Source: an optimization exercise on an open RTL-to-GDS flow (aim: small area). Production flows keep margins and buffers that such runs may drop. In this exercise RTL edits were held to simulation tests only and were not proved equivalent to the original. No activity file was given, so power comes from the tool's default toggle rates.

## lagoon
// AHB_Master_ALU_REG_pipelined
module AHB_Master_ALU_REG_pipelined (
    input wire        HCLK,
    input wire        HRESETn,
    output reg [31:0] HADDR,
    output reg [2:0]  HBURST,
    output reg [2:0]  HSIZE,
    output reg [1:0]  HTRANS,
    output reg [31:0] HWDATA,
    output reg        HWRITE,
    input wire [31:0] HRDATA,
    input wire        HREADY,
    input wire        HRESP,
    input wire [63:0] cpu_inst
);
localparam IDLE = 2'b00, BUSY = 2'b01, NONSEQ = 2'b10, SEQ = 2'b11;
reg        type_data;    
reg        work;
reg        RegWrite;
reg        t_written;    
reg [7:0]  rf_valid;     
reg [31:0] HADDR_delay;
reg [31:0] HWDATA_t;
reg [31:0] WriteData;
reg        ALU_REG;
reg        write_read;
reg [2:0]  AlU_OP;
reg [2:0]  ReadReg1_ADDR;
reg [2:0]  ReadReg2_ADDR;
reg [2:0]  WriteReg_ADDR;
reg [2:0]  WriteReg_ADDR2;
reg [7:0]  beats;        
reg [31:0] registers [0:7];
wire st_idle   = (HTRANS == IDLE);
wire st_busy   = (HTRANS == BUSY);
wire st_nonseq = (HTRANS == NONSEQ);
wire st_seq    = (HTRANS == SEQ);
wire ld        = ~HTRANS[0];             
reg [31:0] A, B;
integer i;
always @(*) begin
    A = 32'b0;
    B = 32'b0;
    for (i = 0; i < 8; i = i + 1) begin
        if (ReadReg1_ADDR == i && rf_valid[i]) A = A | registers[i];
        if (ReadReg2_ADDR == i && rf_valid[i]) B = B | registers[i];
    end
end
wire op_add = ALU_REG & (AlU_OP == 3'd0);
wire op_sub = ALU_REG & (AlU_OP == 3'd1);
wire op_and = ALU_REG & (AlU_OP == 3'd2);
wire op_or  = ALU_REG & (AlU_OP == 3'd3);
wire op_xor = ALU_REG & (AlU_OP == 3'd4);
wire op_not = ALU_REG & (AlU_OP == 3'd5);
  ...
For scale: roughly 1,600 cells after synthesis.
Settings: LEC_CHECK=0, CAP_MARGIN=20, CORE_MARGIN=2, CORE_UTILIZATION=40, CTS_BUF_LIST=sky130_fd_sc_hd__clkbuf_16, CTS_CLUSTER_DIAMETER=80, CTS_CLUSTER_SIZE=25, PLACE_DENSITY=0.6, SLEW_MARGIN=20; clock period 6.0 ns.
run.sh (not shown) runs the stock make flow with config.mk's settings and CLKGATE_MAP_FILE= SYNTH_SCRIPT=/design/flow/synth_recipe.tcl, a recipe that flattens the netlist after the stock synthesis.
lagoon finished every stage and its layout cleared the timing, DRC and antenna checks.
diff inputs: lagoon => ember
Settings: setting BUFFER_PORTS_ARGS to -buffer_cell sky130_fd_sc_hd__buf_1 for the first time.
==> flow/flow/run.sh (new file) <==
#!/bin/bash
set -euo pipefail
cd "$(dirname "$0")/.."
cat >> config.mk <<'EOC'
export BUFFER_PORTS_ARGS = -buffer_cell sky130_fd_sc_hd__buf_1
EOC
bash standard.sh > standard.log 2>&1
==> flow/standard.sh (new file) <==
#!/bin/bash
# synth_recipe.tcl (not shown) runs the flow's synth.tcl, then flattens the netlist and writes it again
# the make line also repeats each setting of config.mk as NAME=value (left out here)
make -C /OpenROAD-flow-scripts/flow DESIGN_CONFIG=/design/flow/config.mk WORK_HOME=/design/flow/orfs CLKGATE_MAP_FILE= SYNTH_SCRIPT=/design/flow/synth_recipe.tcl "${@:-finish}"
removed: flow/run.sh
--- outcome ---
The flow did not stop early for ember: all stages ran, and the layout cleared the timing, DRC and antenna checks.
Side by side, leakage power summed over all cells turned out lower in ember than in lagoon.
Any difference in total vias in the final route between lagoon and ember is small enough to ignore.
From lagoon to ember, cell area after synthesis did not move at all.
Compared with lagoon, in ember part of the total power dissipated in combinational logic down 1.8 points; hold slack +0.014 ns.
Routed length per instance, ember and lagoon: larger value in lagoon
ember -> lagoon: die area flat
Sum of met3 wire segment lengths after detailed routing was lower in ember than in lagoon.
Diff lagoon..ember | adder and majority cell fraction of the synthesized area | negligible
Compared with lagoon, ember shows power that has gone down by a few percent.

## delta
The RTL this note starts from:
==> flow/design.v <==
module AHB_Master_ALU_REG_pipelined (
    input wire        HCLK,
    input wire        HRESETn,
    output reg [31:0] HADDR,
    output reg [2:0]  HBURST,
    output reg [2:0]  HSIZE,
    output reg [1:0]  HTRANS,
    output reg [31:0] HWDATA,
    output reg        HWRITE,
    input wire [31:0] HRDATA,
    input wire        HREADY,
    input wire        HRESP,
    input wire [63:0] cpu_inst
);
localparam IDLE = 2'b00, BUSY = 2'b01, NONSEQ = 2'b10, SEQ = 2'b11;
reg        type_data;    
reg        work;
reg        RegWrite;
reg        t_written;    
reg [7:0]  rf_valid;     
reg [31:0] HADDR_delay;
reg [31:0] HWDATA_t;
reg [31:0] WriteData;
reg        ALU_REG;
reg        write_read;
reg [2:0]  AlU_OP;
reg [2:0]  ReadReg1_ADDR;
reg [2:0]  ReadReg2_ADDR;
reg [2:0]  WriteReg_ADDR;
reg [2:0]  WriteReg_ADDR2;
reg [7:0]  beats;        
reg [31:0] registers [0:7];
wire st_idle   = (HTRANS == IDLE);
wire st_busy   = (HTRANS == BUSY);
wire st_nonseq = (HTRANS == NONSEQ);
wire st_seq    = (HTRANS == SEQ);
wire ld        = ~HTRANS[0];             
reg [31:0] A, B;
integer i;
always @(*) begin
    A = 32'b0;
    B = 32'b0;
    for (i = 0; i < 8; i = i + 1) begin
        if (ReadReg1_ADDR == i && rf_valid[i]) A = A | registers[i];
        if (ReadReg2_ADDR == i && rf_valid[i]) B = B | registers[i];
    end
end
wire op_add = ALU_REG & (AlU_OP == 3'd0);
wire op_sub = ALU_REG & (AlU_OP == 3'd1);
wire op_and = ALU_REG & (AlU_OP == 3'd2);
wire op_or  = ALU_REG & (AlU_OP == 3'd3);
wire op_xor = ALU_REG & (AlU_OP == 3'd4);
wire op_not = ALU_REG & (AlU_OP == 3'd5);
wire op_shl = ALU_REG & (AlU_OP == 3'd6);
wire op_shr = ALU_REG & (AlU_OP == 3'd7);
wire mv_a   = ~ALU_REG & ~HWRITE;
wire mv_h   = ~ALU_REG & HWRITE;
wire bm     = op_add | op_sub | op_and | op_or | op_xor;    
wire bi     = op_sub | op_not;                              
wire selP   = op_add | op_sub | op_or | op_xor | op_not | mv_a;
wire selG   = op_and | op_or;
wire arith  = op_add | op_sub;
wire [31:0] bx = (B & {32{bm}}) ^ {32{bi}};
wire [31:0] p  = A ^ bx;
wire [31:0] g  = A & bx;
reg  [31:0] pg_g, pg_p;
integer l, k;
always @(*) begin
    pg_g = g & {32{arith}};
    pg_p = p;
    pg_g[0] = pg_g[0] | (pg_p[0] & op_sub);
    for (l = 0; l < 5; l = l + 1)
        for (k = 0; k < 32; k = k + 1)
            if ((k + 1) % (2 << l) == 0) begin
                pg_g[k] = pg_g[k] | (pg_p[k] & pg_g[k - (1 << l)]);
                pg_p[k] = pg_p[k] & pg_p[k - (1 << l)];
            end
    for (l = 3; l >= 0; l = l - 1)
        for (k = 0; k < 32; k = k + 1)
            if (k >= (3 << l) - 1 && (k + 1 - (1 << l)) % (2 << l) == 0) begin
                pg_g[k] = pg_g[k] | (pg_p[k] & pg_g[k - (1 << l)]);
                pg_p[k] = pg_p[k] & pg_p[k - (1 << l)];
            end
end
wire [31:0] carry = {pg_g[30:0], op_sub};
wire [31:0] result = ((p & {32{selP}}) ^ carry) | (g & {32{selG}})
                   | ({A[30:0], 1'b0} & {32{op_shl}}) | ({1'b0, A[31:1]} & {32{op_shr}})
                   | (HRDATA & {32{mv_h}});
wire        to_rf  = ALU_REG ? write_read : HWRITE;       
wire        fire   = (st_idle & type_data) | st_nonseq | (st_seq & HREADY);
wire [7:0] len_in  = cpu_inst[15:8];
wire [2:0] size_in = cpu_inst[6:4];
reg  [6:0] len_m2;
reg        bor;
integer m;
always @(*) begin
    bor = 1'b1;
    for (m = 1; m < 8; m = m + 1) begin
        len_m2[m-1] = len_in[m] ^ bor;
        bor = bor & ~len_in[m];
    end
end
wire [7:0] lim_len = (len_in == 8'd0) ? 8'd255 :
                     (len_in[7:1] == 7'd0 || len_in == 8'd2) ? 8'd0 : {len_m2, len_in[0]};
reg  [7:0] lim_size;
always @(*) begin
    case (size_in)
        3'd0: lim_size = 8'd255;
        3'd1: lim_size = 8'd254;
        3'd2: lim_size = 8'd127;
        3'd3: lim_size = 8'd84;
        3'd4: lim_size = 8'd63;
        3'd5: lim_size = 8'd50;
        3'd6: lim_size = 8'd42;
        default: lim_size = 8'd36;
    endcase
end
reg        len_lt;
reg  [7:0] beats_m1;
reg        bb;
always @(*) begin
    len_lt = 1'b0;
    for (m = 0; m < 8; m = m + 1)
        len_lt = (~lim_len[m] & lim_size[m]) | (~(lim_len[m] ^ lim_size[m]) & len_lt);
    bb = 1'b1;
    for (m = 0; m < 8; m = m + 1) begin
        beats_m1[m] = beats[m] ^ bb;
        bb = bb & ~beats[m];
    end
end
wire [7:0] beats_ld = len_lt ? lim_len : lim_size;
wire       seq_more = (HBURST == 3'b001) && (beats != 8'd0);
wire       inc = st_seq & HREADY;
reg [29:0] y, pre;
reg [29:0] acarry;
integer j, q;
always @(*) begin
    for (j = 0; j < 30; j = j + 1)
        y[j] = HADDR[j+2] | (j < 8 ? (HSIZE > j) : 1'b0);
    pre = y;
    for (q = 0; q < 5; q = q + 1)
        for (j = 29; j >= 0; j = j - 1)
            if (j & (1 << q))
                pre[j] = pre[j] & pre[((j >> q) << q) - 1];
    acarry[0] = inc & (HSIZE == 3'd0);
    for (j = 1; j < 30; j = j + 1)
        acarry[j] = inc & pre[j-1] & (j < 8 ? (HSIZE <= j) : 1'b1);
end
always @(posedge HCLK or negedge HRESETn) begin
    if (!HRESETn) begin
        HTRANS    <= IDLE;
        HADDR     <= 32'b0;
        HBURST    <= 3'b0;
        HSIZE     <= 3'b0;
        HWDATA    <= 32'b0;
        HWRITE    <= 1'b0;
        RegWrite  <= 1'b0;
        type_data <= 1'b0;
        work      <= 1'b0;
        t_written <= 1'b0;
        rf_valid  <= 8'b0;
    end else begin
        type_data <= 1'b1;
        RegWrite  <= fire & to_rf;
        if (fire & ~to_rf)
            t_written <= 1'b1;
        if (RegWrite)
            rf_valid[WriteReg_ADDR2] <= 1'b1;
        if (~st_seq)
            work <= cpu_inst[7];
        if (ld) begin
            HSIZE  <= cpu_inst[6:4];
            HWRITE <= cpu_inst[0];
            HBURST <= cpu_inst[3:1];
        end
        if (~st_busy & t_written)
            HWDATA <= HWDATA_t;
        if ((st_idle & type_data) | st_nonseq)
            HADDR <= HADDR_delay;
        else
            HADDR <= HADDR ^ {acarry, 2'b00};
        case (HTRANS)
            IDLE:   if (HREADY && work) HTRANS <= NONSEQ;
            BUSY:   if (work) HTRANS <= IDLE;
            NONSEQ: if (HREADY) HTRANS <= !work ? BUSY : (HBURST != 3'b0) ? SEQ : IDLE;
            SEQ:    if (HREADY) HTRANS <= !work ? BUSY : seq_more ? SEQ : IDLE;
        endcase
    end
end
always @(posedge HCLK) begin
    HADDR_delay <= cpu_inst[63:32];
    WriteData   <= result;
    WriteReg_ADDR2 <= WriteReg_ADDR;
    if (fire & ~to_rf)
        HWDATA_t <= result;
    if (RegWrite)
        registers[WriteReg_ADDR2] <= WriteData;
    if (ld) begin
        write_read    <= cpu_inst[31];
        ALU_REG       <= cpu_inst[18];
        AlU_OP        <= cpu_inst[30:28];
        ReadReg2_ADDR <= cpu_inst[24:22];
        WriteReg_ADDR <= cpu_inst[27:25];
        ReadReg1_ADDR <= cpu_inst[21:19];
    end else if (st_seq)
        ReadReg1_ADDR <= {ReadReg1_ADDR[2] ^ (ReadReg1_ADDR[1] & ReadReg1_ADDR[0]), ReadReg1_ADDR[1] ^ ReadReg1_ADDR[0], ~ReadReg1_ADDR[0]};
    if (st_nonseq)
        beats <= beats_ld;
    else if (HREADY && ~&beats)
        beats <= beats_m1;
end
endmodule
==> flow/config.mk <==
export PLATFORM = sky130hd
export DESIGN_NAME = AHB_Master_ALU_REG_pipelined
export DESIGN_NICKNAME = AHB_Master_ALU_REG_pipelined
export VERILOG_FILES = /design/flow/design.v
export SDC_FILE = /design/flow/constraint.sdc
export NUM_CORES = 4
export LEC_CHECK = 0
export CAP_MARGIN = 20
export CORE_MARGIN = 2
export CORE_UTILIZATION = 40
export CTS_BUF_LIST = sky130_fd_sc_hd__clkbuf_16
export CTS_CLUSTER_DIAMETER = 80
export CTS_CLUSTER_SIZE = 25
export PLACE_DENSITY = 0.6
export SLEW_MARGIN = 20
export BUFFER_PORTS_ARGS = -buffer_cell sky130_fd_sc_hd__buf_1
==> flow/constraint.sdc <==
create_clock -name core_clock -period 6.0 [get_ports {HCLK}]
set_input_delay 1.2000 -clock core_clock [delete_from_list [all_inputs] [get_ports {HCLK}]]
set_output_delay 1.2000 -clock core_clock [all_outputs]
set_load 0.01 [all_outputs]
standard.sh (not shown) runs the stock make flow with config.mk's settings and CLKGATE_MAP_FILE= SYNTH_SCRIPT=/design/flow/synth_recipe.tcl, a recipe that flattens the netlist after the stock synthesis.
==> flow/flow/run.sh <==
#!/bin/bash
set -euo pipefail
cd "$(dirname "$0")/.."
cat >> config.mk <<'EOC'
export BUFFER_PORTS_ARGS = -buffer_cell sky130_fd_sc_hd__buf_1
EOC
bash standard.sh > standard.log 2>&1
Modified inputs, gamma compared to delta
- clearing BUFFER_PORTS_ARGS, which used to be -buffer_cell sky130_fd_sc_hd__buf_1
- clearing CTS_BUF_LIST, which used to be sky130_fd_sc_hd__clkbuf_16
- clearing CTS_CLUSTER_SIZE, which used to be 25
- clearing CTS_CLUSTER_DIAMETER, which used to be 80
==> flow/run.sh (new file) <==
#!/bin/bash
# synth_recipe.tcl (not shown) runs the flow's synth.tcl, then flattens the netlist and writes it again
# the make line also repeats each setting of config.mk as NAME=value (left out here)
make -C /OpenROAD-flow-scripts/flow DESIGN_CONFIG=/design/flow/config.mk WORK_HOME=/design/flow/orfs CLKGATE_MAP_FILE= SYNTH_SCRIPT=/design/flow/synth_recipe.tcl finish
removed: flow/flow/run.sh
removed: flow/standard.sh
In gamma the latest clock arrival within the worst-skew pair turned out 0.02 ns higher than in delta. Delta (gamma minus delta): starting DRC count in detailed routing grew by 86; area growth from synthesis to layout up 9.5 points; sequential power share went down by 5.4 points; number of non-clock buffers in the layout fell 5; total wire length went up by 3.1 mm. Going from delta to gamma, the HPWL after detailed placement was found to have gone up by 420 um. Result: PASS for each of delta and gamma.

-- separate check: timing with driven ports --
No port has a modelled driver above. Below, the same layouts with a new extraction and two added sets of constraints. Step 1: set_driving_cell puts a clkbuf_16 on HCLK and a buf_2 on each other input, an assumption about the parent block. Step 2, shift: input delay + t, output delay - t, t = (earliest + latest rising clock arrival at the registers) / 2. This alone moves slack from input paths to output paths. a / b / c = ideal / step 1 / step 2; a / b = the first two.
run	shift t [ns]	slack for setup (ns)	worst hold slack (ns)
lagoon	0.629	1.093 / 1.093 / 0.869	0.331 / 0.331 / 0.331
ember	0.622	0.972 / 0.972 / 0.972	0.345 / 0.345 / 0.345
delta	0.622	0.972 / 0.972 / 0.972	0.345 / 0.345 / 0.345
gamma	0.646	1.113 / 1.113 / 0.842	0.340 / 0.340 / 0.340
After both steps setup and hold are still met in every run listed. The setup slack of gamma, which loses most, moves by 0.000 ns with the drivers and by -0.271 ns with both steps.
